This is an optimization exercise on Yosys and OpenROAD, whose aim is small area and a short achievable clock period, not a production implementation.
Only simulation tests tie the RTL to the original design; equivalence was not proved.
Power figures rest on the tool's default switching activity, not on a simulated workload.

**design.v**
```verilog
/*verilator lint_off MULTITOP*/
module num_rpad #(
    parameter int IN_WIDTH  = 32,
    parameter int OUT_WIDTH = 32
) (
    input  logic [ IN_WIDTH-1:0] in,
    output logic [OUT_WIDTH-1:0] out
);
  localparam int EXTEND = OUT_WIDTH - IN_WIDTH;
  assign out = {in, {EXTEND{1'b0}}};
endmodule
module num_sneg #(
    parameter int WIDTH = 32
) (
    input  logic signed [WIDTH-1:0] in,
    output logic signed [WIDTH-1:0] out
);
  assign out = -in;
endmodule
module num_sabs #(
    parameter int WIDTH = 32
) (
    input  logic signed [WIDTH-1:0] in,
    output logic signed [WIDTH-1:0] out
);
  assign out = in[WIDTH-1] ? -in : in;
endmodule
module num_min #(
    parameter int WIDTH = 32
) (
    input  logic [WIDTH-1:0] left,
    input  logic [WIDTH-1:0] right,
    output logic [WIDTH-1:0] out
);
  assign out = (left < right) ? left : right;
endmodule
module num_max #(
    parameter int WIDTH = 32
) (
    input  logic [WIDTH-1:0] left,
    input  logic [WIDTH-1:0] right,
    output logic [WIDTH-1:0] out
);
  assign out = (left > right) ? left : right;
endmodule
module num_smin #(
    parameter int WIDTH = 32
) (
    input  logic signed [WIDTH-1:0] left,
    input  logic signed [WIDTH-1:0] right,
    output logic signed [WIDTH-1:0] out
);
  assign out = (left < right) ? left : right;
endmodule
module num_smax #(
    parameter int WIDTH = 32
) (
    input  logic signed [WIDTH-1:0] left,
    input  logic signed [WIDTH-1:0] right,
    output logic signed [WIDTH-1:0] out
);
  assign out = (left > right) ? left : right;
endmodule
module num_ssignbit #(
    parameter int WIDTH = 32
) (
    input logic signed [WIDTH-1:0] in,
    output logic out
);
  assign out = in[WIDTH-1];
endmodule
module num_sadd #(
    parameter int LEFT_WIDTH = 32,
    parameter int LEFT_LSB = 0,
    parameter int RIGHT_WIDTH = 32,
    parameter int RIGHT_LSB = 0,
    parameter int OUT_WIDTH = 33
) (
    input  logic signed [ LEFT_WIDTH-1:0] left,
    input  logic signed [RIGHT_WIDTH-1:0] right,
    output logic signed [  OUT_WIDTH-1:0] out
);
  logic signed [  LEFT_LSB+LEFT_WIDTH-1:0] left_aligned;
  logic signed [RIGHT_LSB+RIGHT_WIDTH-1:0] right_aligned;
  assign left_aligned = {left, {LEFT_LSB{1'b0}}};
  assign right_aligned = {right, {RIGHT_LSB{1'b0}}};
  assign out = left_aligned + right_aligned;
endmodule
module num_smul #(
    parameter int LEFT_WIDTH = 32,
    parameter int RIGHT_WIDTH = 32,
    parameter int OUT_WIDTH = 64,
    parameter int OUT_LSB = 0
) (
    input  logic signed [ LEFT_WIDTH-1:0] left,
    input  logic signed [RIGHT_WIDTH-1:0] right,
    input  logic                          go,
    input  logic                          reset,
    input  logic                          clk,
    output logic signed [  OUT_WIDTH-1:0] out,
    output logic                          done
);
  logic [1:0] done_buffer;
  assign done = done_buffer[1];
  logic signed [       LEFT_WIDTH-1:0] left_tmp;
  logic signed [      RIGHT_WIDTH-1:0] right_tmp;
  logic signed [OUT_LSB+OUT_WIDTH-1:0] out_tmp;
  assign out = out_tmp[OUT_LSB+OUT_WIDTH-1:OUT_LSB];
  always_ff @(posedge clk) begin
    if (go) begin
      done_buffer[0] <= 1;
      done_buffer[1] <= done_buffer[0];
    end else begin
      done_buffer <= 0;
    end
  end
  always_ff @(posedge clk) begin
    if (!reset && go) begin
      left_tmp  <= left;
      right_tmp <= right;
    end else begin
      left_tmp  <= 0;
      right_tmp <= 0;
    end
  end
  always_ff @(posedge clk) begin
    if (reset) begin
      out_tmp <= 0;
    end else if (go) begin
      out_tmp <= left_tmp * right_tmp;
    end else begin
      out_tmp <= out_tmp;
    end
  end
endmodule
module smul_q31 (
    input  logic        clk,
    input  logic        reset,
    input  logic        go,
    input  logic [31:0] left,
    input  logic [31:0] right,
    output logic [31:0] out,
    output logic        done
);
  logic d0, d1;               
  logic zero;                 
  logic [41:0] sa, sb;        
  logic sl;                   
  wire cyc1 = go & ~d0;       
  wire cyc2 = d0 & ~d1;       
  wire hold = ~go | d1;       
  wire kboth = cyc2 | hold;
  assign done = d1;
  wire [16:0] bs = ({17{cyc2}} & right[31:15]) | ({17{cyc1}} & {right[15:0], 1'b0});
  wire [10:0] qlo = {1'b0, sa[9:0]} + {1'b0, sb[9:0]} + {10'd0, sl};
  wire [47:0] ea, eb;
  assign ea[0] = (cyc2 & sa[10]);
  assign eb[0] = (cyc2 & sb[10]);
  assign ea[1] = (cyc2 & sa[11]);
  assign eb[1] = (cyc2 & sb[11]);
  assign ea[2] = (cyc2 & sa[12]);
  assign eb[2] = (cyc2 & sb[12]);
  assign ea[3] = (cyc2 & sa[13]);
  assign eb[3] = (cyc2 & sb[13]);
  assign ea[4] = (cyc2 & sa[14]);
  assign eb[4] = (cyc2 & sb[14]);
  assign ea[5] = (cyc2 & sa[15]);
  assign eb[5] = (cyc2 & sb[15]);
  assign ea[6] = (cyc2 & sa[16]) | (hold & sa[0]);
  assign eb[6] = (cyc2 & sb[16]) | (hold & sb[0]);
  assign ea[7] = (cyc2 & sa[17]) | (hold & sa[1]);
  assign eb[7] = (cyc2 & sb[17]) | (hold & sb[1]);
  assign ea[8] = (cyc2 & sa[18]) | (hold & sa[2]);
  assign eb[8] = (cyc2 & sb[18]) | (hold & sb[2]);
  assign ea[9] = (cyc2 & sa[19]) | (hold & sa[3]);
  assign eb[9] = (cyc2 & sb[19]) | (hold & sb[3]);
  assign ea[10] = (cyc2 & sa[20]) | (hold & sa[4]);
  assign eb[10] = (cyc2 & sb[20]) | (hold & sb[4]);
  assign ea[11] = (cyc2 & sa[21]) | (hold & sa[5]);
  assign eb[11] = (cyc2 & sb[21]) | (hold & sb[5]);
  assign ea[12] = (cyc2 & sa[22]) | (hold & sa[6]);
  assign eb[12] = (cyc2 & sb[22]) | (hold & sb[6]);
  assign ea[13] = (cyc2 & sa[23]) | (hold & sa[7]);
  assign eb[13] = (cyc2 & sb[23]) | (hold & sb[7]);
  assign ea[14] = (cyc2 & sa[24]) | (hold & sa[8]);
  assign eb[14] = (cyc2 & sb[24]) | (hold & sb[8]);
  assign ea[15] = (cyc2 & sa[25]) | (hold & sa[9]);
  assign eb[15] = (cyc2 & sb[25]) | (hold & sb[9]);
  assign ea[16] = (cyc2 & sa[26]) | (hold & sa[10]);
  assign eb[16] = (cyc2 & sb[26]) | (hold & sb[10]);
  assign ea[17] = (cyc2 & sa[27]) | (hold & sa[11]);
  assign eb[17] = (cyc2 & sb[27]) | (hold & sb[11]);
  assign ea[18] = (cyc2 & sa[28]) | (hold & sa[12]);
  assign eb[18] = (cyc2 & sb[28]) | (hold & sb[12]);
  assign ea[19] = (cyc2 & sa[29]) | (hold & sa[13]);
  assign eb[19] = (cyc2 & sb[29]) | (hold & sb[13]);
  assign ea[20] = (cyc2 & sa[30]) | (hold & sa[14]);
  assign eb[20] = (cyc2 & sb[30]) | (hold & sb[14]);
  assign ea[21] = (cyc2 & sa[31]) | (hold & sa[15]);
  assign eb[21] = (cyc2 & sb[31]) | (hold & sb[15]);
  assign ea[22] = (cyc2 & sa[32]) | (hold & sa[16]);
  assign eb[22] = (cyc2 & sb[32]) | (hold & sb[16]);
  assign ea[23] = (cyc2 & sa[33]) | (hold & sa[17]);
  assign eb[23] = (cyc2 & sb[33]) | (hold & sb[17]);
  assign ea[24] = (cyc2 & sa[34]) | (hold & sa[18]);
  assign eb[24] = (cyc2 & sb[34]) | (hold & sb[18]);
  assign ea[25] = (cyc2 & sa[35]) | (hold & sa[19]);
  assign eb[25] = (cyc2 & sb[35]) | (hold & sb[19]);
  assign ea[26] = (cyc2 & sa[36]) | (hold & sa[20]);
  assign eb[26] = (cyc2 & sb[36]) | (hold & sb[20]);
  assign ea[27] = (cyc2 & sa[37]) | (hold & sa[21]);
  assign eb[27] = (cyc2 & sb[37]) | (hold & sb[21]);
  assign ea[28] = (cyc2 & sa[38]) | (hold & sa[22]);
  assign eb[28] = (cyc2 & sb[38]) | (hold & sb[22]);
  assign ea[29] = (cyc2 & sa[39]) | (hold & sa[23]);
  assign eb[29] = (cyc2 & sb[39]) | (hold & sb[23]);
  assign ea[30] = (cyc2 & sa[40]) | (hold & sa[24]);
  assign eb[30] = (cyc2 & sb[40]) | (hold & sb[24]);
  assign ea[31] = (cyc2 & sa[41]) | (hold & sa[25]);
  assign eb[31] = (cyc2 & sb[41]) | (hold & sb[25]);
  assign ea[32] = (hold & sa[26]);
  assign eb[32] = (hold & sb[26]);
  assign ea[33] = (hold & sa[27]);
  assign eb[33] = (hold & sb[27]);
  assign ea[34] = (hold & sa[28]);
  assign eb[34] = (hold & sb[28]);
  assign ea[35] = (hold & sa[29]);
  assign eb[35] = (hold & sb[29]);
  assign ea[36] = (hold & sa[30]);
  assign eb[36] = (hold & sb[30]);
  assign ea[37] = (hold & sa[31]);
  assign eb[37] = (hold & sb[31]);
  assign ea[38] = (hold & sa[32]);
  assign eb[38] = (hold & sb[32]);
  assign ea[39] = (hold & sa[33]);
  assign eb[39] = (hold & sb[33]);
  assign ea[40] = (hold & sa[34]);
  assign eb[40] = (hold & sb[34]);
  assign ea[41] = (hold & sa[35]);
  assign eb[41] = (hold & sb[35]);
  assign ea[42] = (hold & sa[36]);
  assign eb[42] = (hold & sb[36]);
  assign ea[43] = (hold & sa[37]);
  assign eb[43] = (hold & sb[37]);
  assign ea[44] = (hold & sa[38]);
  assign eb[44] = (hold & sb[38]);
  assign ea[45] = (hold & sa[39]);
  assign eb[45] = (hold & sb[39]);
  assign ea[46] = (hold & sa[40]);
  assign eb[46] = (hold & sb[40]);
  assign ea[47] = (hold & sa[41]);
  assign eb[47] = (hold & sb[41]);
  wire ec = cyc2 & qlo[10];
  wire eh = hold & sl;
  wire neg0, one0, two0;
  sq_benc e0 (.b(bs[2:0]), .neg(neg0), .one(one0), .two(two0));
  wire neg1, one1, two1;
  sq_benc e1 (.b(bs[4:2]), .neg(neg1), .one(one1), .two(two1));
  wire neg2, one2, two2;
  sq_benc e2 (.b(bs[6:4]), .neg(neg2), .one(one2), .two(two2));
  wire neg3, one3, two3;
  sq_benc e3 (.b(bs[8:6]), .neg(neg3), .one(one3), .two(two3));
  wire neg4, one4, two4;
  sq_benc e4 (.b(bs[10:8]), .neg(neg4), .one(one4), .two(two4));
  wire neg5, one5, two5;
  sq_benc e5 (.b(bs[12:10]), .neg(neg5), .one(one5), .two(two5));
  wire neg6, one6, two6;
  sq_benc e6 (.b(bs[14:12]), .neg(neg6), .one(one6), .two(two6));
  wire neg7, one7, two7;
  sq_benc e7 (.b(bs[16:14]), .neg(neg7), .one(one7), .two(two7));
  wire [32:0] pp0, q0;
  sq_bpp b0[32:0] (.x0({left[31], left}), .x1({left, 1'b0}), .neg(neg0), .one(one0), .two(two0), .p(q0));
  assign pp0 = {~q0[32], q0[31:0]};
  wire [32:0] pp1, q1;
  sq_bpp b1[32:0] (.x0({left[31], left}), .x1({left, 1'b0}), .neg(neg1), .one(one1), .two(two1), .p(q1));
  assign pp1 = {~q1[32], q1[31:0]};
  wire [32:0] pp2, q2;
  sq_bpp b2[32:0] (.x0({left[31], left}), .x1({left, 1'b0}), .neg(neg2), .one(one2), .two(two2), .p(q2));
  assign pp2 = {~q2[32], q2[31:0]};
  wire [32:0] pp3, q3;
  sq_bpp b3[32:0] (.x0({left[31], left}), .x1({left, 1'b0}), .neg(neg3), .one(one3), .two(two3), .p(q3));
  assign pp3 = {~q3[32], q3[31:0]};
  wire [32:0] pp4, q4;
  sq_bpp b4[32:0] (.x0({left[31], left}), .x1({left, 1'b0}), .neg(neg4), .one(one4), .two(two4), .p(q4));
  assign pp4 = {~q4[32], q4[31:0]};
  wire [32:0] pp5, q5;
  sq_bpp b5[32:0] (.x0({left[31], left}), .x1({left, 1'b0}), .neg(neg5), .one(one5), .two(two5), .p(q5));
  assign pp5 = {~q5[32], q5[31:0]};
  wire [32:0] pp6, q6;
  sq_bpp b6[32:0] (.x0({left[31], left}), .x1({left, 1'b0}), .neg(neg6), .one(one6), .two(two6), .p(q6));
  assign pp6 = {~q6[32], q6[31:0]};
  wire [32:0] pp7, q7;
  sq_bpp b7[32:0] (.x0({left[31], left}), .x1({left, 1'b0}), .neg(neg7), .one(one7), .two(two7), .p(q7));
  assign pp7 = {~q7[32], q7[31:0]};
  wire s1, c2;
  sq_ha h2 (.a(ea[12]), .b(eb[12]), .s(s1), .co(c2));
  wire s3, c4;
  sq_ha h4 (.a(ea[13]), .b(eb[13]), .s(s3), .co(c4));
  wire s5, c6;
  sq_fa f6 (.a(ea[14]), .b(eb[14]), .c(neg7), .s(s5), .co(c6));
  wire s7, c8;
  sq_ha h8 (.a(pp0[14]), .b(pp1[12]), .s(s7), .co(c8));
  wire s9, c10;
  sq_fa f10 (.a(ea[15]), .b(eb[15]), .c(pp0[15]), .s(s9), .co(c10));
  wire s11, c12;
  sq_ha h12 (.a(pp1[13]), .b(pp2[11]), .s(s11), .co(c12));
  wire s13, c14;
  sq_fa f14 (.a(cyc2), .b(ea[16]), .c(eb[16]), .s(s13), .co(c14));
  wire s15, c16;
  sq_fa f16 (.a(pp0[16]), .b(pp1[14]), .c(pp2[12]), .s(s15), .co(c16));
  wire s17, c18;
  sq_fa f18 (.a(cyc2), .b(ea[17]), .c(eb[17]), .s(s17), .co(c18));
  wire s19, c20;
  sq_fa f20 (.a(pp0[17]), .b(pp1[15]), .c(pp2[13]), .s(s19), .co(c20));
  wire s21, c22;
  sq_fa f22 (.a(ea[18]), .b(eb[18]), .c(pp0[18]), .s(s21), .co(c22));
  wire s23, c24;
  sq_ha h24 (.a(pp1[16]), .b(pp2[14]), .s(s23), .co(c24));
  wire s25, c26;
  sq_fa f26 (.a(cyc2), .b(ea[19]), .c(eb[19]), .s(s25), .co(c26));
  wire s27, c28;
  sq_fa f28 (.a(pp0[19]), .b(pp1[17]), .c(pp2[15]), .s(s27), .co(c28));
  wire s29, c30;
  sq_fa f30 (.a(ea[20]), .b(eb[20]), .c(pp0[20]), .s(s29), .co(c30));
  wire s31, c32;
  sq_ha h32 (.a(pp1[18]), .b(pp2[16]), .s(s31), .co(c32));
  wire s33, c34;
  sq_fa f34 (.a(cyc2), .b(ea[21]), .c(eb[21]), .s(s33), .co(c34));
  wire s35, c36;
  sq_fa f36 (.a(pp0[21]), .b(pp1[19]), .c(pp2[17]), .s(s35), .co(c36));
  wire s37, c38;
  sq_fa f38 (.a(ea[22]), .b(eb[22]), .c(pp0[22]), .s(s37), .co(c38));
  wire s39, c40;
  sq_ha h40 (.a(pp1[20]), .b(pp2[18]), .s(s39), .co(c40));
  wire s41, c42;
  sq_fa f42 (.a(cyc2), .b(ea[23]), .c(eb[23]), .s(s41), .co(c42));
  wire s43, c44;
  sq_fa f44 (.a(pp0[23]), .b(pp1[21]), .c(pp2[19]), .s(s43), .co(c44));
  wire s45, c46;
  sq_fa f46 (.a(ea[24]), .b(eb[24]), .c(pp0[24]), .s(s45), .co(c46));
  wire s47, c48;
  sq_ha h48 (.a(pp1[22]), .b(pp2[20]), .s(s47), .co(c48));
  wire s49, c50;
  sq_fa f50 (.a(cyc2), .b(ea[25]), .c(eb[25]), .s(s49), .co(c50));
  wire s51, c52;
  sq_fa f52 (.a(pp0[25]), .b(pp1[23]), .c(pp2[21]), .s(s51), .co(c52));
  wire s53, c54;
  sq_fa f54 (.a(ea[26]), .b(eb[26]), .c(pp0[26]), .s(s53), .co(c54));
  wire s55, c56;
  sq_ha h56 (.a(pp1[24]), .b(pp2[22]), .s(s55), .co(c56));
  wire s57, c58;
  sq_fa f58 (.a(cyc2), .b(ea[27]), .c(eb[27]), .s(s57), .co(c58));
  wire s59, c60;
  sq_fa f60 (.a(pp0[27]), .b(pp1[25]), .c(pp2[23]), .s(s59), .co(c60));
  wire s61, c62;
  sq_fa f62 (.a(ea[28]), .b(eb[28]), .c(pp0[28]), .s(s61), .co(c62));
  wire s63, c64;
  sq_ha h64 (.a(pp1[26]), .b(pp2[24]), .s(s63), .co(c64));
  wire s65, c66;
  sq_fa f66 (.a(cyc2), .b(ea[29]), .c(eb[29]), .s(s65), .co(c66));
  wire s67, c68;
  sq_fa f68 (.a(pp0[29]), .b(pp1[27]), .c(pp2[25]), .s(s67), .co(c68));
  wire s69, c70;
  sq_fa f70 (.a(ea[30]), .b(eb[30]), .c(pp0[30]), .s(s69), .co(c70));
  wire s71, c72;
  sq_ha h72 (.a(pp1[28]), .b(pp2[26]), .s(s71), .co(c72));
  wire s73, c74;
  sq_fa f74 (.a(cyc2), .b(ea[31]), .c(eb[31]), .s(s73), .co(c74));
  wire s75, c76;
  sq_fa f76 (.a(pp0[31]), .b(pp1[29]), .c(pp2[27]), .s(s75), .co(c76));
  wire s77, c78;
  sq_fa f78 (.a(hold), .b(ea[32]), .c(eb[32]), .s(s77), .co(c78));
  wire s79, c80;
  sq_fa f80 (.a(pp0[32]), .b(pp1[30]), .c(pp2[28]), .s(s79), .co(c80));
  wire s81, c82;
  sq_fa f82 (.a(kboth), .b(ea[33]), .c(eb[33]), .s(s81), .co(c82));
  wire s83, c84;
  sq_ha h84 (.a(pp1[31]), .b(pp2[29]), .s(s83), .co(c84));
  wire s85, c86;
  sq_fa f86 (.a(ea[34]), .b(eb[34]), .c(pp1[32]), .s(s85), .co(c86));
  wire s87, c88;
  sq_ha h88 (.a(kboth), .b(ea[35]), .s(s87), .co(c88));
  wire s89, c90;
  sq_fa f90 (.a(ea[6]), .b(eb[6]), .c(eh), .s(s89), .co(c90));
  wire s91, c92;
  sq_ha h92 (.a(ea[7]), .b(eb[7]), .s(s91), .co(c92));
  wire s93, c94;
  sq_fa f94 (.a(ea[8]), .b(eb[8]), .c(neg4), .s(s93), .co(c94));
  wire s95, c96;
  sq_ha h96 (.a(pp0[8]), .b(pp1[6]), .s(s95), .co(c96));
  wire s97, c98;
  sq_fa f98 (.a(ea[9]), .b(eb[9]), .c(pp0[9]), .s(s97), .co(c98));
  wire s99, c100;
  sq_ha h100 (.a(pp1[7]), .b(pp2[5]), .s(s99), .co(c100));
  wire s101, c102;
  sq_fa f102 (.a(ea[10]), .b(eb[10]), .c(neg5), .s(s101), .co(c102));
  wire s103, c104;
  sq_fa f104 (.a(pp0[10]), .b(pp1[8]), .c(pp2[6]), .s(s103), .co(c104));
  wire s105, c106;
  sq_ha h106 (.a(pp3[4]), .b(pp4[2]), .s(s105), .co(c106));
  wire s107, c108;
  sq_fa f108 (.a(ea[11]), .b(eb[11]), .c(pp0[11]), .s(s107), .co(c108));
  wire s109, c110;
  sq_fa f110 (.a(pp1[9]), .b(pp2[7]), .c(pp3[5]), .s(s109), .co(c110));
  wire s111, c112;
  sq_ha h112 (.a(pp4[3]), .b(pp5[1]), .s(s111), .co(c112));
  wire s113, c114;
  sq_fa f114 (.a(s1), .b(neg6), .c(pp0[12]), .s(s113), .co(c114));
  wire s115, c116;
  sq_fa f116 (.a(pp1[10]), .b(pp2[8]), .c(pp3[6]), .s(s115), .co(c116));
  wire s117, c118;
  sq_fa f118 (.a(pp4[4]), .b(pp5[2]), .c(pp6[0]), .s(s117), .co(c118));
  wire s119, c120;
  sq_fa f120 (.a(c2), .b(s3), .c(pp0[13]), .s(s119), .co(c120));
  wire s121, c122;
  sq_fa f122 (.a(pp1[11]), .b(pp2[9]), .c(pp3[7]), .s(s121), .co(c122));
  wire s123, c124;
  sq_fa f124 (.a(pp4[5]), .b(pp5[3]), .c(pp6[1]), .s(s123), .co(c124));
  wire s125, c126;
  sq_fa f126 (.a(c4), .b(pp2[10]), .c(pp3[8]), .s(s125), .co(c126));
  wire s127, c128;
  sq_fa f128 (.a(pp4[6]), .b(pp5[4]), .c(pp6[2]), .s(s127), .co(c128));
  wire s129, c130;
  sq_fa f130 (.a(pp7[0]), .b(s5), .c(s7), .s(s129), .co(c130));
  wire s131, c132;
  sq_fa f132 (.a(pp3[9]), .b(pp4[7]), .c(pp5[5]), .s(s131), .co(c132));
  wire s133, c134;
  sq_fa f134 (.a(pp6[3]), .b(pp7[1]), .c(c6), .s(s133), .co(c134));
  wire s135, c136;
  sq_fa f136 (.a(c8), .b(s11), .c(s9), .s(s135), .co(c136));
  wire s137, c138;
  sq_fa f138 (.a(s13), .b(pp3[10]), .c(pp4[8]), .s(s137), .co(c138));
  wire s139, c140;
  sq_fa f140 (.a(pp5[6]), .b(pp6[4]), .c(pp7[2]), .s(s139), .co(c140));
  wire s141, c142;
  sq_fa f142 (.a(c12), .b(c10), .c(s15), .s(s141), .co(c142));
  wire s143, c144;
  sq_fa f144 (.a(c14), .b(s17), .c(pp3[11]), .s(s143), .co(c144));
  wire s145, c146;
  sq_fa f146 (.a(pp4[9]), .b(pp5[7]), .c(pp6[5]), .s(s145), .co(c146));
  wire s147, c148;
  sq_fa f148 (.a(pp7[3]), .b(c16), .c(s19), .s(s147), .co(c148));
  wire s149, c150;
  sq_fa f150 (.a(c18), .b(pp3[12]), .c(pp4[10]), .s(s149), .co(c150));
  wire s151, c152;
  sq_fa f152 (.a(pp5[8]), .b(pp6[6]), .c(pp7[4]), .s(s151), .co(c152));
  wire s153, c154;
  sq_fa f154 (.a(s23), .b(c20), .c(s21), .s(s153), .co(c154));
  wire s155, c156;
  sq_fa f156 (.a(s25), .b(pp3[13]), .c(pp4[11]), .s(s155), .co(c156));
  wire s157, c158;
  sq_fa f158 (.a(pp5[9]), .b(pp6[7]), .c(pp7[5]), .s(s157), .co(c158));
  wire s159, c160;
  sq_fa f160 (.a(c24), .b(c22), .c(s27), .s(s159), .co(c160));
  wire s161, c162;
  sq_fa f162 (.a(c26), .b(pp3[14]), .c(pp4[12]), .s(s161), .co(c162));
  wire s163, c164;
  sq_fa f164 (.a(pp5[10]), .b(pp6[8]), .c(pp7[6]), .s(s163), .co(c164));
  wire s165, c166;
  sq_fa f166 (.a(s31), .b(c28), .c(s29), .s(s165), .co(c166));
  wire s167, c168;
  sq_fa f168 (.a(s33), .b(pp3[15]), .c(pp4[13]), .s(s167), .co(c168));
  wire s169, c170;
  sq_fa f170 (.a(pp5[11]), .b(pp6[9]), .c(pp7[7]), .s(s169), .co(c170));
  wire s171, c172;
  sq_fa f172 (.a(c32), .b(c30), .c(s35), .s(s171), .co(c172));
  wire s173, c174;
  sq_fa f174 (.a(c34), .b(pp3[16]), .c(pp4[14]), .s(s173), .co(c174));
  wire s175, c176;
  sq_fa f176 (.a(pp5[12]), .b(pp6[10]), .c(pp7[8]), .s(s175), .co(c176));
  wire s177, c178;
  sq_fa f178 (.a(s39), .b(c36), .c(s37), .s(s177), .co(c178));
  wire s179, c180;
  sq_fa f180 (.a(s41), .b(pp3[17]), .c(pp4[15]), .s(s179), .co(c180));
  wire s181, c182;
  sq_fa f182 (.a(pp5[13]), .b(pp6[11]), .c(pp7[9]), .s(s181), .co(c182));
  wire s183, c184;
  sq_fa f184 (.a(c40), .b(c38), .c(s43), .s(s183), .co(c184));
  wire s185, c186;
  sq_fa f186 (.a(c42), .b(pp3[18]), .c(pp4[16]), .s(s185), .co(c186));
  wire s187, c188;
  sq_fa f188 (.a(pp5[14]), .b(pp6[12]), .c(pp7[10]), .s(s187), .co(c188));
  wire s189, c190;
  sq_fa f190 (.a(s47), .b(c44), .c(s45), .s(s189), .co(c190));
  wire s191, c192;
  sq_fa f192 (.a(s49), .b(pp3[19]), .c(pp4[17]), .s(s191), .co(c192));
  wire s193, c194;
  sq_fa f194 (.a(pp5[15]), .b(pp6[13]), .c(pp7[11]), .s(s193), .co(c194));
  wire s195, c196;
  sq_fa f196 (.a(c48), .b(c46), .c(s51), .s(s195), .co(c196));
  wire s197, c198;
  sq_fa f198 (.a(c50), .b(pp3[20]), .c(pp4[18]), .s(s197), .co(c198));
  wire s199, c200;
  sq_fa f200 (.a(pp5[16]), .b(pp6[14]), .c(pp7[12]), .s(s199), .co(c200));
  wire s201, c202;
  sq_fa f202 (.a(s55), .b(c52), .c(s53), .s(s201), .co(c202));
  wire s203, c204;
  sq_fa f204 (.a(s57), .b(pp3[21]), .c(pp4[19]), .s(s203), .co(c204));
  wire s205, c206;
  sq_fa f206 (.a(pp5[17]), .b(pp6[15]), .c(pp7[13]), .s(s205), .co(c206));
  wire s207, c208;
  sq_fa f208 (.a(c56), .b(c54), .c(s59), .s(s207), .co(c208));
  wire s209, c210;
  sq_fa f210 (.a(c58), .b(pp3[22]), .c(pp4[20]), .s(s209), .co(c210));
  wire s211, c212;
  sq_fa f212 (.a(pp5[18]), .b(pp6[16]), .c(pp7[14]), .s(s211), .co(c212));
  wire s213, c214;
  sq_fa f214 (.a(s63), .b(c60), .c(s61), .s(s213), .co(c214));
  wire s215, c216;
  sq_fa f216 (.a(s65), .b(pp3[23]), .c(pp4[21]), .s(s215), .co(c216));
  wire s217, c218;
  sq_fa f218 (.a(pp5[19]), .b(pp6[17]), .c(pp7[15]), .s(s217), .co(c218));
  wire s219, c220;
  sq_fa f220 (.a(c64), .b(c62), .c(s67), .s(s219), .co(c220));
  wire s221, c222;
  sq_fa f222 (.a(c66), .b(pp3[24]), .c(pp4[22]), .s(s221), .co(c222));
  wire s223, c224;
  sq_fa f224 (.a(pp5[20]), .b(pp6[18]), .c(pp7[16]), .s(s223), .co(c224));
  wire s225, c226;
  sq_fa f226 (.a(s71), .b(c68), .c(s69), .s(s225), .co(c226));
  wire s227, c228;
  sq_fa f228 (.a(s73), .b(pp3[25]), .c(pp4[23]), .s(s227), .co(c228));
  wire s229, c230;
  sq_fa f230 (.a(pp5[21]), .b(pp6[19]), .c(pp7[17]), .s(s229), .co(c230));
  wire s231, c232;
  sq_fa f232 (.a(c72), .b(c70), .c(s75), .s(s231), .co(c232));
  wire s233, c234;
  sq_fa f234 (.a(c74), .b(s77), .c(pp3[26]), .s(s233), .co(c234));
  wire s235, c236;
  sq_fa f236 (.a(pp4[24]), .b(pp5[22]), .c(pp6[20]), .s(s235), .co(c236));
  wire s237, c238;
  sq_fa f238 (.a(pp7[18]), .b(c76), .c(s79), .s(s237), .co(c238));
  wire s239, c240;
  sq_fa f240 (.a(c78), .b(s81), .c(pp3[27]), .s(s239), .co(c240));
  wire s241, c242;
  sq_fa f242 (.a(pp4[25]), .b(pp5[23]), .c(pp6[21]), .s(s241), .co(c242));
  wire s243, c244;
  sq_fa f244 (.a(pp7[19]), .b(s83), .c(c80), .s(s243), .co(c244));
  wire s245, c246;
  sq_fa f246 (.a(c82), .b(pp2[30]), .c(pp3[28]), .s(s245), .co(c246));
  wire s247, c248;
  sq_fa f248 (.a(pp4[26]), .b(pp5[24]), .c(pp6[22]), .s(s247), .co(c248));
  wire s249, c250;
  sq_fa f250 (.a(pp7[20]), .b(c84), .c(s85), .s(s249), .co(c250));
  wire s251, c252;
  sq_fa f252 (.a(eb[35]), .b(s87), .c(pp2[31]), .s(s251), .co(c252));
  wire s253, c254;
  sq_fa f254 (.a(pp3[29]), .b(pp4[27]), .c(pp5[25]), .s(s253), .co(c254));
  wire s255, c256;
  sq_fa f256 (.a(pp6[23]), .b(pp7[21]), .c(c86), .s(s255), .co(c256));
  wire s257, c258;
  sq_fa f258 (.a(ea[36]), .b(eb[36]), .c(c88), .s(s257), .co(c258));
  wire s259, c260;
  sq_fa f260 (.a(pp2[32]), .b(pp3[30]), .c(pp4[28]), .s(s259), .co(c260));
  wire s261, c262;
  sq_fa f262 (.a(pp5[26]), .b(pp6[24]), .c(pp7[22]), .s(s261), .co(c262));
  wire s263, c264;
  sq_fa f264 (.a(kboth), .b(ea[37]), .c(eb[37]), .s(s263), .co(c264));
  wire s265, c266;
  sq_fa f266 (.a(pp3[31]), .b(pp4[29]), .c(pp5[27]), .s(s265), .co(c266));
  wire s267, c268;
  sq_ha h268 (.a(pp6[25]), .b(pp7[23]), .s(s267), .co(c268));
  wire s269, c270;
  sq_fa f270 (.a(ea[38]), .b(eb[38]), .c(pp3[32]), .s(s269), .co(c270));
  wire s271, c272;
  sq_fa f272 (.a(pp4[30]), .b(pp5[28]), .c(pp6[26]), .s(s271), .co(c272));
  wire s273, c274;
  sq_fa f274 (.a(kboth), .b(ea[39]), .c(eb[39]), .s(s273), .co(c274));
  wire s275, c276;
  sq_ha h276 (.a(pp4[31]), .b(pp5[29]), .s(s275), .co(c276));
  wire s277, c278;
  sq_fa f278 (.a(ea[40]), .b(eb[40]), .c(pp4[32]), .s(s277), .co(c278));
  wire s279, c280;
  sq_ha h280 (.a(kboth), .b(ea[41]), .s(s279), .co(c280));
  wire s281, c282;
  sq_ha h282 (.a(ea[0]), .b(eb[0]), .s(s281), .co(c282));
  wire s283, c284;
  sq_ha h284 (.a(ea[2]), .b(eb[2]), .s(s283), .co(c284));
  wire s285, c286;
  sq_ha h286 (.a(ea[3]), .b(eb[3]), .s(s285), .co(c286));
  wire s287, c288;
  sq_fa f288 (.a(ea[4]), .b(eb[4]), .c(neg2), .s(s287), .co(c288));
  wire s289, c290;
  sq_ha h290 (.a(pp0[4]), .b(pp1[2]), .s(s289), .co(c290));
  wire s291, c292;
  sq_fa f292 (.a(ea[5]), .b(eb[5]), .c(pp0[5]), .s(s291), .co(c292));
  wire s293, c294;
  sq_ha h294 (.a(pp1[3]), .b(pp2[1]), .s(s293), .co(c294));
  wire s295, c296;
  sq_fa f296 (.a(s89), .b(neg3), .c(pp0[6]), .s(s295), .co(c296));
  wire s297, c298;
  sq_fa f298 (.a(pp1[4]), .b(pp2[2]), .c(pp3[0]), .s(s297), .co(c298));
  wire s299, c300;
  sq_fa f300 (.a(s91), .b(c90), .c(pp0[7]), .s(s299), .co(c300));
  wire s301, c302;
  sq_fa f302 (.a(pp1[5]), .b(pp2[3]), .c(pp3[1]), .s(s301), .co(c302));
  wire s303, c304;
  sq_fa f304 (.a(c92), .b(pp2[4]), .c(pp3[2]), .s(s303), .co(c304));
  wire s305, c306;
  sq_fa f306 (.a(pp4[0]), .b(s93), .c(s95), .s(s305), .co(c306));
  wire s307, c308;
  sq_fa f308 (.a(pp3[3]), .b(pp4[1]), .c(c94), .s(s307), .co(c308));
  wire s309, c310;
  sq_fa f310 (.a(c96), .b(s99), .c(s97), .s(s309), .co(c310));
  wire s311, c312;
  sq_fa f312 (.a(pp5[0]), .b(s101), .c(c100), .s(s311), .co(c312));
  wire s313, c314;
  sq_fa f314 (.a(s105), .b(c98), .c(s103), .s(s313), .co(c314));
  wire s315, c316;
  sq_fa f316 (.a(c102), .b(c106), .c(s111), .s(s315), .co(c316));
  wire s317, c318;
  sq_fa f318 (.a(c104), .b(s107), .c(s109), .s(s317), .co(c318));
  wire s319, c320;
  sq_fa f320 (.a(c112), .b(c108), .c(c110), .s(s319), .co(c320));
  wire s321, c322;
  sq_fa f322 (.a(s113), .b(s115), .c(s117), .s(s321), .co(c322));
  wire s323, c324;
  sq_fa f324 (.a(c114), .b(c116), .c(c118), .s(s323), .co(c324));
  wire s325, c326;
  sq_fa f326 (.a(s119), .b(s121), .c(s123), .s(s325), .co(c326));
  wire s327, c328;
  sq_fa f328 (.a(c120), .b(c122), .c(c124), .s(s327), .co(c328));
  wire s329, c330;
  sq_fa f330 (.a(s125), .b(s127), .c(s129), .s(s329), .co(c330));
  wire s331, c332;
  sq_fa f332 (.a(c126), .b(c128), .c(s131), .s(s331), .co(c332));
  wire s333, c334;
  sq_fa f334 (.a(s133), .b(c130), .c(s135), .s(s333), .co(c334));
  wire s335, c336;
  sq_fa f336 (.a(c132), .b(s137), .c(s139), .s(s335), .co(c336));
  wire s337, c338;
  sq_fa f338 (.a(c134), .b(c136), .c(s141), .s(s337), .co(c338));
  wire s339, c340;
  sq_fa f340 (.a(c138), .b(c140), .c(s143), .s(s339), .co(c340));
  wire s341, c342;
  sq_fa f342 (.a(s145), .b(c142), .c(s147), .s(s341), .co(c342));
  wire s343, c344;
  sq_fa f344 (.a(c144), .b(c146), .c(s149), .s(s343), .co(c344));
  wire s345, c346;
  sq_fa f346 (.a(s151), .b(c148), .c(s153), .s(s345), .co(c346));
  wire s347, c348;
  sq_fa f348 (.a(c150), .b(c152), .c(s155), .s(s347), .co(c348));
  wire s349, c350;
  sq_fa f350 (.a(s157), .b(c154), .c(s159), .s(s349), .co(c350));
  wire s351, c352;
  sq_fa f352 (.a(c156), .b(c158), .c(s161), .s(s351), .co(c352));
  wire s353, c354;
  sq_fa f354 (.a(s163), .b(c160), .c(s165), .s(s353), .co(c354));
  wire s355, c356;
  sq_fa f356 (.a(c162), .b(c164), .c(s167), .s(s355), .co(c356));
  wire s357, c358;
  sq_fa f358 (.a(s169), .b(c166), .c(s171), .s(s357), .co(c358));
  wire s359, c360;
  sq_fa f360 (.a(c168), .b(c170), .c(s173), .s(s359), .co(c360));
  wire s361, c362;
  sq_fa f362 (.a(s175), .b(c172), .c(s177), .s(s361), .co(c362));
  wire s363, c364;
  sq_fa f364 (.a(c174), .b(c176), .c(s179), .s(s363), .co(c364));
  wire s365, c366;
  sq_fa f366 (.a(s181), .b(c178), .c(s183), .s(s365), .co(c366));
  wire s367, c368;
  sq_fa f368 (.a(c180), .b(c182), .c(s185), .s(s367), .co(c368));
  wire s369, c370;
  sq_fa f370 (.a(s187), .b(c184), .c(s189), .s(s369), .co(c370));
  wire s371, c372;
  sq_fa f372 (.a(c186), .b(c188), .c(s191), .s(s371), .co(c372));
  wire s373, c374;
  sq_fa f374 (.a(s193), .b(c190), .c(s195), .s(s373), .co(c374));
  wire s375, c376;
  sq_fa f376 (.a(c192), .b(c194), .c(s197), .s(s375), .co(c376));
  wire s377, c378;
  sq_fa f378 (.a(s199), .b(c196), .c(s201), .s(s377), .co(c378));
  wire s379, c380;
  sq_fa f380 (.a(c198), .b(c200), .c(s203), .s(s379), .co(c380));
  wire s381, c382;
  sq_fa f382 (.a(s205), .b(c202), .c(s207), .s(s381), .co(c382));
  wire s383, c384;
  sq_fa f384 (.a(c204), .b(c206), .c(s209), .s(s383), .co(c384));
  wire s385, c386;
  sq_fa f386 (.a(s211), .b(c208), .c(s213), .s(s385), .co(c386));
  wire s387, c388;
  sq_fa f388 (.a(c210), .b(c212), .c(s215), .s(s387), .co(c388));
  wire s389, c390;
  sq_fa f390 (.a(s217), .b(c214), .c(s219), .s(s389), .co(c390));
  wire s391, c392;
  sq_fa f392 (.a(c216), .b(c218), .c(s221), .s(s391), .co(c392));
  wire s393, c394;
  sq_fa f394 (.a(s223), .b(c220), .c(s225), .s(s393), .co(c394));
  wire s395, c396;
  sq_fa f396 (.a(c222), .b(c224), .c(s227), .s(s395), .co(c396));
  wire s397, c398;
  sq_fa f398 (.a(s229), .b(c226), .c(s231), .s(s397), .co(c398));
  wire s399, c400;
  sq_fa f400 (.a(c228), .b(c230), .c(s233), .s(s399), .co(c400));
  wire s401, c402;
  sq_fa f402 (.a(s235), .b(c232), .c(s237), .s(s401), .co(c402));
  wire s403, c404;
  sq_fa f404 (.a(c234), .b(c236), .c(s239), .s(s403), .co(c404));
  wire s405, c406;
  sq_fa f406 (.a(s241), .b(c238), .c(s243), .s(s405), .co(c406));
  wire s407, c408;
  sq_fa f408 (.a(c240), .b(c242), .c(s245), .s(s407), .co(c408));
  wire s409, c410;
  sq_fa f410 (.a(s247), .b(c244), .c(s249), .s(s409), .co(c410));
  wire s411, c412;
  sq_fa f412 (.a(c246), .b(c248), .c(s251), .s(s411), .co(c412));
  wire s413, c414;
  sq_fa f414 (.a(s253), .b(c250), .c(s255), .s(s413), .co(c414));
  wire s415, c416;
  sq_fa f416 (.a(s257), .b(c252), .c(c254), .s(s415), .co(c416));
  wire s417, c418;
  sq_fa f418 (.a(s259), .b(s261), .c(c256), .s(s417), .co(c418));
  wire s419, c420;
  sq_fa f420 (.a(s263), .b(c258), .c(s267), .s(s419), .co(c420));
  wire s421, c422;
  sq_fa f422 (.a(c260), .b(c262), .c(s265), .s(s421), .co(c422));
  wire s423, c424;
  sq_fa f424 (.a(c264), .b(pp7[24]), .c(c268), .s(s423), .co(c424));
  wire s425, c426;
  sq_fa f426 (.a(c266), .b(s269), .c(s271), .s(s425), .co(c426));
  wire s427, c428;
  sq_fa f428 (.a(s273), .b(pp6[27]), .c(pp7[25]), .s(s427), .co(c428));
  wire s429, c430;
  sq_fa f430 (.a(s275), .b(c270), .c(c272), .s(s429), .co(c430));
  wire s431, c432;
  sq_fa f432 (.a(c274), .b(pp5[30]), .c(pp6[28]), .s(s431), .co(c432));
  wire s433, c434;
  sq_fa f434 (.a(pp7[26]), .b(c276), .c(s277), .s(s433), .co(c434));
  wire s435, c436;
  sq_fa f436 (.a(eb[41]), .b(s279), .c(pp5[31]), .s(s435), .co(c436));
  wire s437, c438;
  sq_fa f438 (.a(pp6[29]), .b(pp7[27]), .c(c278), .s(s437), .co(c438));
  wire s439, c440;
  sq_fa f440 (.a(ea[42]), .b(eb[42]), .c(c280), .s(s439), .co(c440));
  wire s441, c442;
  sq_fa f442 (.a(pp5[32]), .b(pp6[30]), .c(pp7[28]), .s(s441), .co(c442));
  wire s443, c444;
  sq_fa f444 (.a(kboth), .b(ea[43]), .c(eb[43]), .s(s443), .co(c444));
  wire s445, c446;
  sq_ha h446 (.a(pp6[31]), .b(pp7[29]), .s(s445), .co(c446));
  wire s447, c448;
  sq_fa f448 (.a(ea[44]), .b(eb[44]), .c(pp6[32]), .s(s447), .co(c448));
  wire s449, c450;
  sq_ha h450 (.a(kboth), .b(ea[45]), .s(s449), .co(c450));
  wire s451, c452;
  sq_ha h452 (.a(ec), .b(s281), .s(s451), .co(c452));
  wire s453, c454;
  sq_fa f454 (.a(ea[1]), .b(eb[1]), .c(c282), .s(s453), .co(c454));
  wire s455, c456;
  sq_fa f456 (.a(s283), .b(neg1), .c(pp0[2]), .s(s455), .co(c456));
  wire s457, c458;
  sq_fa f458 (.a(c284), .b(s285), .c(pp0[3]), .s(s457), .co(c458));
  wire s459, c460;
  sq_fa f460 (.a(c286), .b(pp2[0]), .c(s287), .s(s459), .co(c460));
  wire s461, c462;
  sq_fa f462 (.a(c288), .b(c290), .c(s293), .s(s461), .co(c462));
  wire s463, c464;
  sq_fa f464 (.a(c294), .b(c292), .c(s295), .s(s463), .co(c464));
  wire s465, c466;
  sq_fa f466 (.a(c296), .b(c298), .c(s299), .s(s465), .co(c466));
  wire s467, c468;
  sq_fa f468 (.a(c300), .b(c302), .c(s303), .s(s467), .co(c468));
  wire s469, c470;
  sq_fa f470 (.a(c304), .b(s307), .c(c306), .s(s469), .co(c470));
  wire s471, c472;
  sq_fa f472 (.a(c308), .b(s311), .c(c310), .s(s471), .co(c472));
  wire s473, c474;
  sq_fa f474 (.a(c312), .b(s315), .c(c314), .s(s473), .co(c474));
  wire s475, c476;
  sq_fa f476 (.a(c316), .b(c318), .c(s319), .s(s475), .co(c476));
  wire s477, c478;
  sq_fa f478 (.a(c320), .b(c322), .c(s323), .s(s477), .co(c478));
  wire s479, c480;
  sq_fa f480 (.a(c324), .b(c326), .c(s327), .s(s479), .co(c480));
  wire s481, c482;
  sq_fa f482 (.a(c328), .b(s331), .c(c330), .s(s481), .co(c482));
  wire s483, c484;
  sq_fa f484 (.a(c332), .b(s335), .c(c334), .s(s483), .co(c484));
  wire s485, c486;
  sq_fa f486 (.a(c336), .b(s339), .c(c338), .s(s485), .co(c486));
  wire s487, c488;
  sq_fa f488 (.a(c340), .b(s343), .c(c342), .s(s487), .co(c488));
  wire s489, c490;
  sq_fa f490 (.a(c344), .b(s347), .c(c346), .s(s489), .co(c490));
  wire s491, c492;
  sq_fa f492 (.a(c348), .b(s351), .c(c350), .s(s491), .co(c492));
  wire s493, c494;
  sq_fa f494 (.a(c352), .b(s355), .c(c354), .s(s493), .co(c494));
  wire s495, c496;
  sq_fa f496 (.a(c356), .b(s359), .c(c358), .s(s495), .co(c496));
  wire s497, c498;
  sq_fa f498 (.a(c360), .b(s363), .c(c362), .s(s497), .co(c498));
  wire s499, c500;
  sq_fa f500 (.a(c364), .b(s367), .c(c366), .s(s499), .co(c500));
  wire s501, c502;
  sq_fa f502 (.a(c368), .b(s371), .c(c370), .s(s501), .co(c502));
  wire s503, c504;
  sq_fa f504 (.a(c372), .b(s375), .c(c374), .s(s503), .co(c504));
  wire s505, c506;
  sq_fa f506 (.a(c376), .b(s379), .c(c378), .s(s505), .co(c506));
  wire s507, c508;
  sq_fa f508 (.a(c380), .b(s383), .c(c382), .s(s507), .co(c508));
  wire s509, c510;
  sq_fa f510 (.a(c384), .b(s387), .c(c386), .s(s509), .co(c510));
  wire s511, c512;
  sq_fa f512 (.a(c388), .b(s391), .c(c390), .s(s511), .co(c512));
  wire s513, c514;
  sq_fa f514 (.a(c392), .b(s395), .c(c394), .s(s513), .co(c514));
  wire s515, c516;
  sq_fa f516 (.a(c396), .b(s399), .c(c398), .s(s515), .co(c516));
  wire s517, c518;
  sq_fa f518 (.a(c400), .b(s403), .c(c402), .s(s517), .co(c518));
  wire s519, c520;
  sq_fa f520 (.a(c404), .b(s407), .c(c406), .s(s519), .co(c520));
  wire s521, c522;
  sq_fa f522 (.a(c408), .b(s411), .c(c410), .s(s521), .co(c522));
  wire s523, c524;
  sq_fa f524 (.a(c412), .b(s415), .c(c414), .s(s523), .co(c524));
  wire s525, c526;
  sq_fa f526 (.a(s419), .b(c416), .c(s421), .s(s525), .co(c526));
  wire s527, c528;
  sq_fa f528 (.a(c420), .b(s423), .c(c422), .s(s527), .co(c528));
  wire s529, c530;
  sq_fa f530 (.a(s427), .b(c424), .c(c426), .s(s529), .co(c530));
  wire s531, c532;
  sq_fa f532 (.a(c428), .b(s431), .c(c430), .s(s531), .co(c532));
  wire s533, c534;
  sq_fa f534 (.a(c432), .b(s435), .c(c434), .s(s533), .co(c534));
  wire s535, c536;
  sq_fa f536 (.a(s439), .b(c436), .c(s441), .s(s535), .co(c536));
  wire s537, c538;
  sq_fa f538 (.a(s443), .b(c440), .c(s445), .s(s537), .co(c538));
  wire s539, c540;
  sq_fa f540 (.a(c444), .b(pp7[30]), .c(c446), .s(s539), .co(c540));
  wire s541, c542;
  sq_fa f542 (.a(eb[45]), .b(s449), .c(pp7[31]), .s(s541), .co(c542));
  wire s543, c544;
  sq_fa f544 (.a(ea[46]), .b(eb[46]), .c(c450), .s(s543), .co(c544));
  wire s545, c546;
  sq_ha h546 (.a(neg0), .b(s451), .s(s545), .co(c546));
  wire s547, c548;
  sq_fa f548 (.a(c452), .b(s453), .c(pp0[1]), .s(s547), .co(c548));
  wire s549, c550;
  sq_fa f550 (.a(c454), .b(pp1[0]), .c(s455), .s(s549), .co(c550));
  wire s551, c552;
  sq_fa f552 (.a(pp1[1]), .b(c456), .c(s457), .s(s551), .co(c552));
  wire s553, c554;
  sq_fa f554 (.a(s289), .b(c458), .c(s459), .s(s553), .co(c554));
  wire s555, c556;
  sq_fa f556 (.a(s291), .b(c460), .c(s461), .s(s555), .co(c556));
  wire s557, c558;
  sq_fa f558 (.a(s297), .b(c462), .c(s463), .s(s557), .co(c558));
  wire s559, c560;
  sq_fa f560 (.a(s301), .b(c464), .c(s465), .s(s559), .co(c560));
  wire s561, c562;
  sq_fa f562 (.a(s305), .b(c466), .c(s467), .s(s561), .co(c562));
  wire s563, c564;
  sq_fa f564 (.a(c468), .b(s309), .c(s469), .s(s563), .co(c564));
  wire s565, c566;
  sq_fa f566 (.a(s313), .b(c470), .c(s471), .s(s565), .co(c566));
  wire s567, c568;
  sq_fa f568 (.a(s317), .b(c472), .c(s473), .s(s567), .co(c568));
  wire s569, c570;
  sq_fa f570 (.a(s321), .b(c474), .c(s475), .s(s569), .co(c570));
  wire s571, c572;
  sq_fa f572 (.a(s325), .b(c476), .c(s477), .s(s571), .co(c572));
  wire s573, c574;
  sq_fa f574 (.a(s329), .b(c478), .c(s479), .s(s573), .co(c574));
  wire s575, c576;
  sq_fa f576 (.a(c480), .b(s333), .c(s481), .s(s575), .co(c576));
  wire s577, c578;
  sq_fa f578 (.a(s337), .b(c482), .c(s483), .s(s577), .co(c578));
  wire s579, c580;
  sq_fa f580 (.a(s341), .b(c484), .c(s485), .s(s579), .co(c580));
  wire s581, c582;
  sq_fa f582 (.a(s345), .b(c486), .c(s487), .s(s581), .co(c582));
  wire s583, c584;
  sq_fa f584 (.a(s349), .b(c488), .c(s489), .s(s583), .co(c584));
  wire s585, c586;
  sq_fa f586 (.a(s353), .b(c490), .c(s491), .s(s585), .co(c586));
  wire s587, c588;
  sq_fa f588 (.a(s357), .b(c492), .c(s493), .s(s587), .co(c588));
  wire s589, c590;
  sq_fa f590 (.a(s361), .b(c494), .c(s495), .s(s589), .co(c590));
  wire s591, c592;
  sq_fa f592 (.a(s365), .b(c496), .c(s497), .s(s591), .co(c592));
  wire s593, c594;
  sq_fa f594 (.a(s369), .b(c498), .c(s499), .s(s593), .co(c594));
  wire s595, c596;
  sq_fa f596 (.a(s373), .b(c500), .c(s501), .s(s595), .co(c596));
  wire s597, c598;
  sq_fa f598 (.a(s377), .b(c502), .c(s503), .s(s597), .co(c598));
  wire s599, c600;
  sq_fa f600 (.a(s381), .b(c504), .c(s505), .s(s599), .co(c600));
  wire s601, c602;
  sq_fa f602 (.a(s385), .b(c506), .c(s507), .s(s601), .co(c602));
  wire s603, c604;
  sq_fa f604 (.a(s389), .b(c508), .c(s509), .s(s603), .co(c604));
  wire s605, c606;
  sq_fa f606 (.a(s393), .b(c510), .c(s511), .s(s605), .co(c606));
  wire s607, c608;
  sq_fa f608 (.a(s397), .b(c512), .c(s513), .s(s607), .co(c608));
  wire s609, c610;
  sq_fa f610 (.a(s401), .b(c514), .c(s515), .s(s609), .co(c610));
  wire s611, c612;
  sq_fa f612 (.a(s405), .b(c516), .c(s517), .s(s611), .co(c612));
  wire s613, c614;
  sq_fa f614 (.a(s409), .b(s519), .c(c518), .s(s613), .co(c614));
  wire s615, c616;
  sq_fa f616 (.a(s413), .b(c520), .c(s521), .s(s615), .co(c616));
  wire s617, c618;
  sq_fa f618 (.a(s417), .b(s523), .c(c522), .s(s617), .co(c618));
  wire s619, c620;
  sq_fa f620 (.a(c418), .b(s525), .c(c524), .s(s619), .co(c620));
  wire s621, c622;
  sq_fa f622 (.a(s425), .b(c526), .c(s527), .s(s621), .co(c622));
  wire s623, c624;
  sq_fa f624 (.a(s429), .b(c528), .c(s529), .s(s623), .co(c624));
  wire s625, c626;
  sq_fa f626 (.a(s433), .b(c530), .c(s531), .s(s625), .co(c626));
  wire s627, c628;
  sq_fa f628 (.a(s437), .b(c532), .c(s533), .s(s627), .co(c628));
  wire s629, c630;
  sq_fa f630 (.a(c438), .b(s535), .c(c534), .s(s629), .co(c630));
  wire s631, c632;
  sq_fa f632 (.a(c442), .b(s537), .c(c536), .s(s631), .co(c632));
  wire s633, c634;
  sq_fa f634 (.a(s447), .b(c538), .c(s539), .s(s633), .co(c634));
  wire s635, c636;
  sq_fa f636 (.a(c448), .b(s541), .c(c540), .s(s635), .co(c636));
  wire s637, c638;
  sq_fa f638 (.a(s543), .b(pp7[32]), .c(c542), .s(s637), .co(c638));
  wire s639, c640;
  sq_fa f640 (.a(ea[47]), .b(eb[47]), .c(c544), .s(s639), .co(c640));
  wire [47:0] v1 = {s639, s637, c634, s633, s631, s629, c626, s625, c622, s621, c618, c616, c614, c612, c610, c608, c606, c604, c602, c600, c598, c596, c594, c592, c590, c588, c586, c584, c582, c580, c578, c576, c574, c572, c570, c568, c566, c564, c562, c560, c558, c556, c554, c552, c550, c548, c546, pp0[0]};
  wire [47:0] v2 = {c638, c636, s635, c632, c630, c628, s627, c624, s623, c620, s619, s617, s615, s613, s611, s609, s607, s605, s603, s601, s599, s597, s595, s593, s591, s589, s587, s585, s583, s581, s579, s577, s575, s573, s571, s569, s567, s565, s563, s561, s559, s557, s555, s553, s551, s549, s547, s545};
  wire [6:0] vlo = {1'b0, v1[5:0]} + {1'b0, v2[5:0]};
  always_ff @(posedge clk) begin
    d0 <= go;
    d1 <= go & d0;
    sa <= v1[47:6];
    sb <= v2[47:6];
    sl <= vlo[6];
    if (reset) zero <= 1'b1;
    else if (cyc2) zero <= 1'b0;
  end
  wire [40:0] res = sa[40:0] + sb[40:0] + {40'd0, sl};
  assign out = zero ? 32'd0 : res[40:9];
endmodule
module sq_benc (
    input  logic [2:0] b,
    output logic       neg,
    output logic       one,
    output logic       two
);
  assign neg = b[2];
  assign one = b[1] ^ b[0];
  assign two = (b[2] & ~b[1] & ~b[0]) | (~b[2] & b[1] & b[0]);
endmodule
module sq_bpp (
    input  logic x0,
    input  logic x1,
    input  logic neg,
    input  logic one,
    input  logic two,
    output logic p
);
  assign p = ((one & x0) | (two & x1)) ^ neg;
endmodule
module sq_fa (
    input  logic a,
    input  logic b,
    input  logic c,
    output logic s,
    output logic co
);
  assign s = a ^ b ^ c;
  assign co = (a & b) | (a & c) | (b & c);
endmodule
module sq_ha (
    input  logic a,
    input  logic b,
    output logic s,
    output logic co
);
  assign s = a ^ b;
  assign co = a & b;
endmodule
```
**constraint.sdc**
```tcl
create_clock -name core_clock -period 8.0 [get_ports {clk}]
set_input_delay 1.6000 -clock core_clock [delete_from_list [all_inputs] [get_ports {clk}]]
set_output_delay 1.6000 -clock core_clock [all_outputs]
set_load 0.01 [all_outputs]
```
**config.mk**
```make
export PLATFORM = sky130hd
export DESIGN_NAME = smul_q31
export DESIGN_NICKNAME = smul_q31
export VERILOG_FILES = /design/flow/design.v
export SDC_FILE = /design/flow/constraint.sdc
export NUM_CORES = 4
export LEC_CHECK = 0
export CAP_MARGIN = 20
export CORE_MARGIN = 2
export CORE_UTILIZATION = 45
export SETUP_SLACK_MARGIN = 2.0
export SLEW_MARGIN = 20
export SYNTH_HIERARCHICAL = 1
export SYNTH_MINIMUM_KEEP_SIZE = 0
```
**run.sh**
```bash
#!/bin/bash
# synth_recipe.tcl (not shown) runs the flow's synth.tcl, then flattens the netlist and writes it again
# the make line also repeats each setting of config.mk as NAME=value (left out here)
make -C /OpenROAD-flow-scripts/flow DESIGN_CONFIG=/design/flow/config.mk WORK_HOME=/design/flow/orfs CLKGATE_MAP_FILE= SYNTH_SCRIPT=/design/flow/synth_recipe.tcl finish
```
==> results of run 1 <==
worst max-delay path by stage:
stage               start     end  slack [ps]  cells after the start
global placement       go  sb[14]        1220                     14
finish                 go  sb[18]        2080                     14
global route           go  sb[16]        2020                     14
detailed placement     go  sb[16]        1140                     14
floorplan              go  sb[27]        2000                     13
CTS                    go  sb[16]        2000                     12
logic make-up after synthesis:
| kind of cell | count (synthesis) |
|---|---|
| and+or+nand+nor | 178 |
| AOI/OAI and AO/OA | 475 |
| buffers and inverters | 62 |
| muxes | 1 |
| xor gates and xnor gates | 300 |
| other | 1 |
| adders and majority gates | 365 |
| DFF | 88 |
flip-flops by register name, summed over array words and instances (netlist names):
name and flops:
sb 42, sl 1, d1 1, sa 42, zero 1, d0 1
repair_timing:
action / CTS / global route
cloned: 6 / 0
pin swaps: 10 / 5
hold endpoints to repair: 0 / 0
gates resized for setup: 21 / 10
hold buffers: 0 / 0
setup endpoints to repair: 65 / 54
setup buffers: 16 / 12
final cells by class:
type / count / area [µm²]
Multi-Input combinational cell: 1333 / 15700
Timing Repair Buffer: 173 / 1730
Clock inverter: 7 / 87.6
Tap cell: 511 / 639
Sequential cell: 88 / 1760
Clock buffer: 9 / 225
Fill cell: 3334 / 17500
Inverter: 19 / 71.3
Yosys cell counts, drive strengths merged, types with 5 or more instances:
library cell,count
nand2,35
clkbuf,30
a21oi,49
nand4,12
nand3,5
a22oi,264
o22ai,10
nor2,46
inv,19
a22o,68
buf,13
ha,75
and2,50
a21o,28
nor2b,7
nand2b,12
xor2,17
dfxtp,88
fa,290
o21ai,25
o31ai,5
xnor2,283
report_power, final:
part / internal, µW / switching (µW) / leakage (µW)
combinational: 3950 / 4600 / 0.00627
sequential: 891 / 380 / 0.000742
clock: 250 / 218 / 0.000154
modules after synthesis (local to each module, per instance):
module | area, µm² | cells
smul_q31 | 5130 | 582
sq_benc | 38.8 | 5
sq_bpp | 21.3 | 2
sq_fa | 20.0 | 1
sq_ha | 12.5 | 1
metrics by stage:
stage,total power [µW],cell area (µm²),cells,util
after global placement,9360,19300,2089,0.512
after CTS,10300,20000,2128,0.532
final,10300,20200,2140,0.536
after global routing,11400,20200,2140,0.536
after floorplan,6970,17500,1477,-
after detailed placement,9710,19300,2090,0.513
per-layer routing:
layer | vias to the layer above | track usage | wire, µm
met5 | - | 0 | 0
met4 | 0 | 0.0834 | 1680
met3 | 78 | 0.0525 | 4240
met2 | 498 | 0.458 | 25500
met1 | 6739 | 0.447 | 26500
li1 | 5658 | - | -
==> impl_results.md, run 1 <==
* Clock Latency Late Sink at roughly 370 ps
* Mux cell area share after synthesis at 0.000653
* CTS tree: yes
* Post-Syn Instances at about 1500
* Avg Inst Size Synth at approximately 12 µm²
* Antenna-violating nets left at 0
* Max Clock Skew at 15.8 ps
* Post-synth EDFFs at 0
* Clock root cell: clkbuf_16
* CP startpoint kind: input port
* Die area at 39900 µm²
* Unrepaired setup endpoints after global routing: no
* Post-synth top area cell: fa_1
* Fin crit period at about 6000 ps
* # clock sinks at 88
* TNS Setup at 0 ps
* DRC errors left at 0
* Worst Path Max Fanout at 16
* Clock transition at path regs at 80 ps
* Die width at between 150 and 200 µm
* Congestion Overflow GR at 0
* Final nets at 2056
* Max-cap violations at 0
* Total CTS buffers at 9
* Setup violations, final at 0
* Iteration-0 DRC Markers at ~1200
* Worst setup EP type: flip-flop
* Layout area overhead at 17.1%
* Ys flop type: dfxtp_1
* Post-Synth Simple-Gate Area at 0.0532
* Yosys Warn Count at 7
* Final Hold Fails at 0
* Commonest non-fill, non-tap cells in the layout: fa_1 (290), xnor2_1 (282), a22oi_2 (264)
* Crit path cell chain: clkdlybuf4s50_1 > nor2b_1 > buf_6 > a22o_4 > nand2b_2 > o22ai_4 > buf_12 > a22oi_2 > xnor2_1 > fa_1 > fa_1 > fa_1 > fa_1 > fa_1
* Netlist cell types at 58
* Die H at approximately 200 µm
* Sequential cell area fraction in the yosys report at 0.102
* Asr flop ratio synth at 0
* Row count at 71
* Worst hold path class: flip-flop to flip-flop
* WL final at 57900 µm
* Dpl ws at between 1000 and 1500 ps
* Adder-Cell Fraction of Synth Area at 0.391
* Mapped Area at around 17000 µm²
* CP top delay family: adder cells
* I/O pins at 100
* Crit path top cell by count: fa_1
* Synthesized flop and latch total at 88
* Compound-Gate Fraction of Synth Area at 0.285
* Share of layout cells above drive strength 1 at 0.255
* Initial core utilization at 0.458
* Reg2Reg Setup Slack at roughly 3000 ps
* Largest family of logic cells by synthesized area: adder cells
* Worst Hold End: d1
* R2R cell count at 12
* Buf/Inv on CP at 3
* Number of global-route vias before repair at ~13000
* Hold depth at 1
* Pleak at about 0.007 µW
* Origin of the critical flop-to-flop path: d0
* Post-Synth XOR/XNOR Area at 0.152
* Pre-antenna DRT Iters at 5
* First-pass GRT wire length at slightly below 90000 µm
* FF-to-FF End: sb[18]
* Critical Path Max Stage Delay at ~520 ps
* Routed WL per cell at about 27 µm
* Status: finished clean
* Pins Over Slew Limit at 0
* Top cell type's share of synthesized area at 0.337
* Setup ws final at between 2000 and 2500 ps
* Pwr Density at just over 500 nW/µm²
* Crit share post-route at 0.741
* Rel. slew slack at 0.224
* Max frequency at approximately 0.17 GHz
* Critical Path RT at just over 8000 ps
* Crit-path slowest cell: fa_1
* H-tree levels at 3
* WP data arrival at roughly 6200 ps
* Placer congestion estimate at slightly above 0.9
* Antenna violations before repair at 0
* Vias per cell at 6.06
* Largest net degree at the start of global routing at 76
* Most common cell after layout, fill and taps aside: fa_1
* Maximum vdd drop at roughly 0.25 mV
* All-Layer GR Usage at 0.303
* Min-delay src: d0
* CP Class: input port to flip-flop
* Worst slew pin tran at ~1200 ps
* IO buf count at 99
* Total core area at about 38000 µm²
* Clk buf depth at 2
* Vias at 12973
* # diodes at 0
* Final hold slack at 610 ps
* Synth area leaders: fa_1 (34%), a22oi_2 (19%), xnor2_1 (14%)
* HPWL Detailed at approximately 43000 µm
==> inputs of run 2 (changes only) <==
==> flow/run.sh (new file) <==
#!/bin/bash
# The standard synthesis and layout, except that the input and output
# ports are buffered with buf_2 cells rather than the flow's default choice.
set -euo pipefail
bash standard.sh synth > synth.log 2>&1
export BUFFER_PORTS_ARGS="-buffer_cell sky130_fd_sc_hd__buf_2"
bash standard.sh > layout.log 2>&1
==> standard.sh (new file) <==
#!/bin/bash
# synth_recipe.tcl (not shown) runs the flow's synth.tcl, then flattens the netlist and writes it again
# the make line also repeats each setting of config.mk as NAME=value (left out here)
make -C /OpenROAD-flow-scripts/flow DESIGN_CONFIG=/design/flow/config.mk WORK_HOME=/design/flow/orfs CLKGATE_MAP_FILE= SYNTH_SCRIPT=/design/flow/synth_recipe.tcl "${@:-finish}"
--- a/config.mk
+++ b/config.mk
@@ -10,3 +10,3 @@
 export CORE_UTILIZATION = 45
-export SETUP_SLACK_MARGIN = 2.0
+export SETUP_SLACK_MARGIN = 2.5
 export SLEW_MARGIN = 20
removed: run.sh
==> run 2 against run 1 <==
- combinational power fell by 0.9%
- area after synthesis unchanged
- cell count shrank 0.33%
- sequential power increased by 3%
- sequential share of layout area rose by 0.20 points
- via count is 1.5% higher
- clock power fell by 9.8%
- critical endpoint is now sb[14]
- highest routed layer unchanged
==> impl_results.md, run 2 <==
* HPWL Detailed at 42800 µm (was 42700 µm)
* Hold depth at 2 (was 1)
* Placer congestion estimate at 0.927 (was 0.909)
* Vias at 13174 (was 12973)
* All-Layer GR Usage at 0.302 (was 0.303)
* Final nets at 2049 (was 2056)
* Clock Latency Late Sink at 360 ps (was 370 ps)
* First-pass GRT wire length at 87700 µm (was 88700 µm)
* Critical path launch point: go (unchanged)
* CP top delay family: adder cells (unchanged)
* Multi-input gate area at 15800 µm² (was 15700 µm²)
* Vias per cell at 6.18 (was 6.06)
* Origin of the critical flop-to-flop path: d0 (unchanged)
* Antenna violations before repair at 1 (was 0)
* Post-synth EDFFs at 0 (unchanged)
* Antenna-violating nets left at 0 (unchanged)
* Yosys Warn Count at 7 (unchanged)
* Row count at 71 (unchanged)
* R2R cell count at 13 (was 12)
* Min-delay src: sa[41] (was d0)
* Maximum vdd drop at 0.241 mV (was 0.246 mV)
* Avg Inst Size Synth at 11.7 µm² (unchanged)
* Pwr Density at 517 nW/µm² (was 509 nW/µm²)
* Most common cell in the netlist: fa_1 (unchanged)
* Worst hold path class: flip-flop to flip-flop (unchanged)
* Post-Synth Simple-Gate Area at 0.0532 (unchanged)
* Synth area leaders: fa_1 (34%), a22oi_2 (19%), xnor2_1 (14%) (unchanged)
* Clock root cell: clkbuf_16 (unchanged)
* Netlist cell types at 58 (unchanged)
* Status: finished clean (unchanged)
* Worst Hold End: sa[41] (was d1)
* Setup violations, final at 0 (unchanged)
* Clk buf depth at 2 (unchanged)
* # fillers at 3357 (was 3334)
* Sw power at 5200 µW (about the same)
* Pleak at 0.00719 µW (was 0.00716 µW)
* Max-cap violations at 0 (unchanged)
* Max Clock Skew at 11.2 ps (was 15.8 ps)
* Crit share post-route at 0.675 (was 0.741)
* Largest family of logic cells by synthesized area: adder cells (unchanged)
* Top cell type's share of synthesized area at 0.337 (unchanged)
* Worst Path Max Fanout at 18 (was 16)
* Post-Place Cells at 2071 (was 2090)
* Pre-antenna DRT Iters at 5 (unchanged)
* IO buf count at 99 (unchanged)
* Worst slew pin tran at 883 ps (was 1160 ps)
* DRC errors left at 0 (unchanged)
* I/O pins at 100 (unchanged)
* WL final at 58700 µm (was 57900 µm)
* Post-synth top cells: fa_1 (290), xnor2_1 (283), a22oi_2 (264) (unchanged)
* Share of layout cells above drive strength 1 at 0.332 (was 0.255)
* CTS tree: yes (unchanged)
* Post-Synth XOR/XNOR Area at 0.152 (unchanged)
* Switch share at 0.510 (was 0.505)
* Most common cell after layout, fill and taps aside: xnor2_1 (was fa_1)
* Congestion Overflow GR at 0 (unchanged)
* Biggest regs: sa x42, sb x42 (unchanged)
* CP startpoint kind: input port (unchanged)
* Number of global-route vias before repair at 13334 (was 13383)
* Sequential cell area fraction in the yosys report at 0.102 (unchanged)
* Mux cell area share after synthesis at 0.000653 (unchanged)
* Int Power at 4990 µW (was 5090 µW)
* Crit-path slowest cell: fa_1 (unchanged)
* Post-synth top area cell: fa_1 (unchanged)
* Iteration-0 DRC Markers at 1067 (was 1184)
* Compound-Gate Fraction of Synth Area at 0.285 (unchanged)
* Combinational Power Share at 0.830 (was 0.831)
* Final Non-Filler Cells at 2133 (was 2140)
* Mapped Area at 17200 µm² (unchanged)
* Initial core utilization at 0.458 (unchanged)
* Commonest non-fill, non-tap cells in the layout: xnor2_1 (278), fa_1 (266), a22oi_2 (264) (was fa_1 (290), xnor2_1 (282), a22oi_2 (264))
run 2: cell counts after synthesis:
Identical to the previous run, type by type.
run 2: worst reg2reg max path: cells and delay by family (launching register included):
kind | cells | cell delay, ps
fa+ha+maj | 5 | 2280
simple gates | 3 | 1340
flops | 1 | 580
buf+inv | 2 | 350
compound gates | 2 | 280
xor+xnor | 1 | 220
run 2: metrics by stage:
step                cell area (µm²)  hold slack [ps]  setup slack (ps)
floorplan                     17600              460              2250
global placement              18800              603              1310
detailed placement            18800              615              1240
CTS                           19500              626              2510
global route                  19700              671              2480
finish                        19700              673              2600
run 2: per-layer routing:
layer | GRT usage | vias up | share of wire
met4 | 0.104 | 0 | 0.033
li1 | - | 5656 | -
met2 | 0.455 | 601 | 0.44
met5 | 0 | - | 0
met1 | 0.426 | 6831 | 0.44
met3 | 0.0694 | 86 | 0.085
run 2: layout make-up:
class / instances / share of cell area
Tap cell: 511 / 0.0324
Multi-Input combinational cell: 1333 / 0.798
Timing Repair Buffer: 166 / 0.0624
Sequential cell: 88 / 0.0892
Clock inverter: 5 / 0.00165
Clock buffer: 11 / 0.0123
Inverter: 19 / 0.00361
run 2: modules after synthesis (local to each module, per instance):
module,area (µm²),cells inside,times used,flip-flops and latches
smul_q31,5130,582,1,88
sq_fa,20.0,1,290,0
sq_ha,12.5,1,30,0
sq_bpp,21.3,2,264,0
sq_benc,38.8,5,8,0
run 2: worst max path at each step:
stage	end	slack, ps	cells past startpoint
6_report	sb[14]	2600	16
5_1_grt	sb[19]	2480	16
4_1_cts	sb[28]	2510	15
3_5_place_dp	sb[28]	1240	15
3_3_place_gp	sb[28]	1310	15
2_1_floorplan	sb[27]	2250	13
run 2: cell families after synthesis:
group | Yosys count
xor+xnor | 300
buf+inv | 62
fa+ha+maj | 365
simple gates | 178
mux | 1
flops | 88
compound gates | 475
other cells | 1
run 2: power by group through the flow:
| stage | Combinational, µW | Clock, µW | Sequential [µW] |
|---|---|---|---|
| after global routing | 9590 | 449 | 1310 |
| after detailed placement | 8400 | 0 | 1290 |
| after floorplan | 6070 | 0 | 1020 |
| final | 8470 | 423 | 1310 |
| after CTS | 8490 | 434 | 1290 |
| after global placement | 8050 | 0 | 1300 |
run 2: timing repair:
item | in CTS | in global routing
setup endpoints to repair | 72 | 41
gates resized for setup | 27 | 16
hold buffers | 0 | 0
pin swaps | 12 | 8
buffers inserted | 23 | 13
gates cloned | 7 | 3

Re-timed with assumed drivers on the ports (clkbuf_16 on the clock, buf_2 on other inputs), run 2 has 2.601 ns of setup slack against 2.598 ns with ideal ports, and 2.193 ns once port delays also move by the mid clock arrival of 0.408 ns.
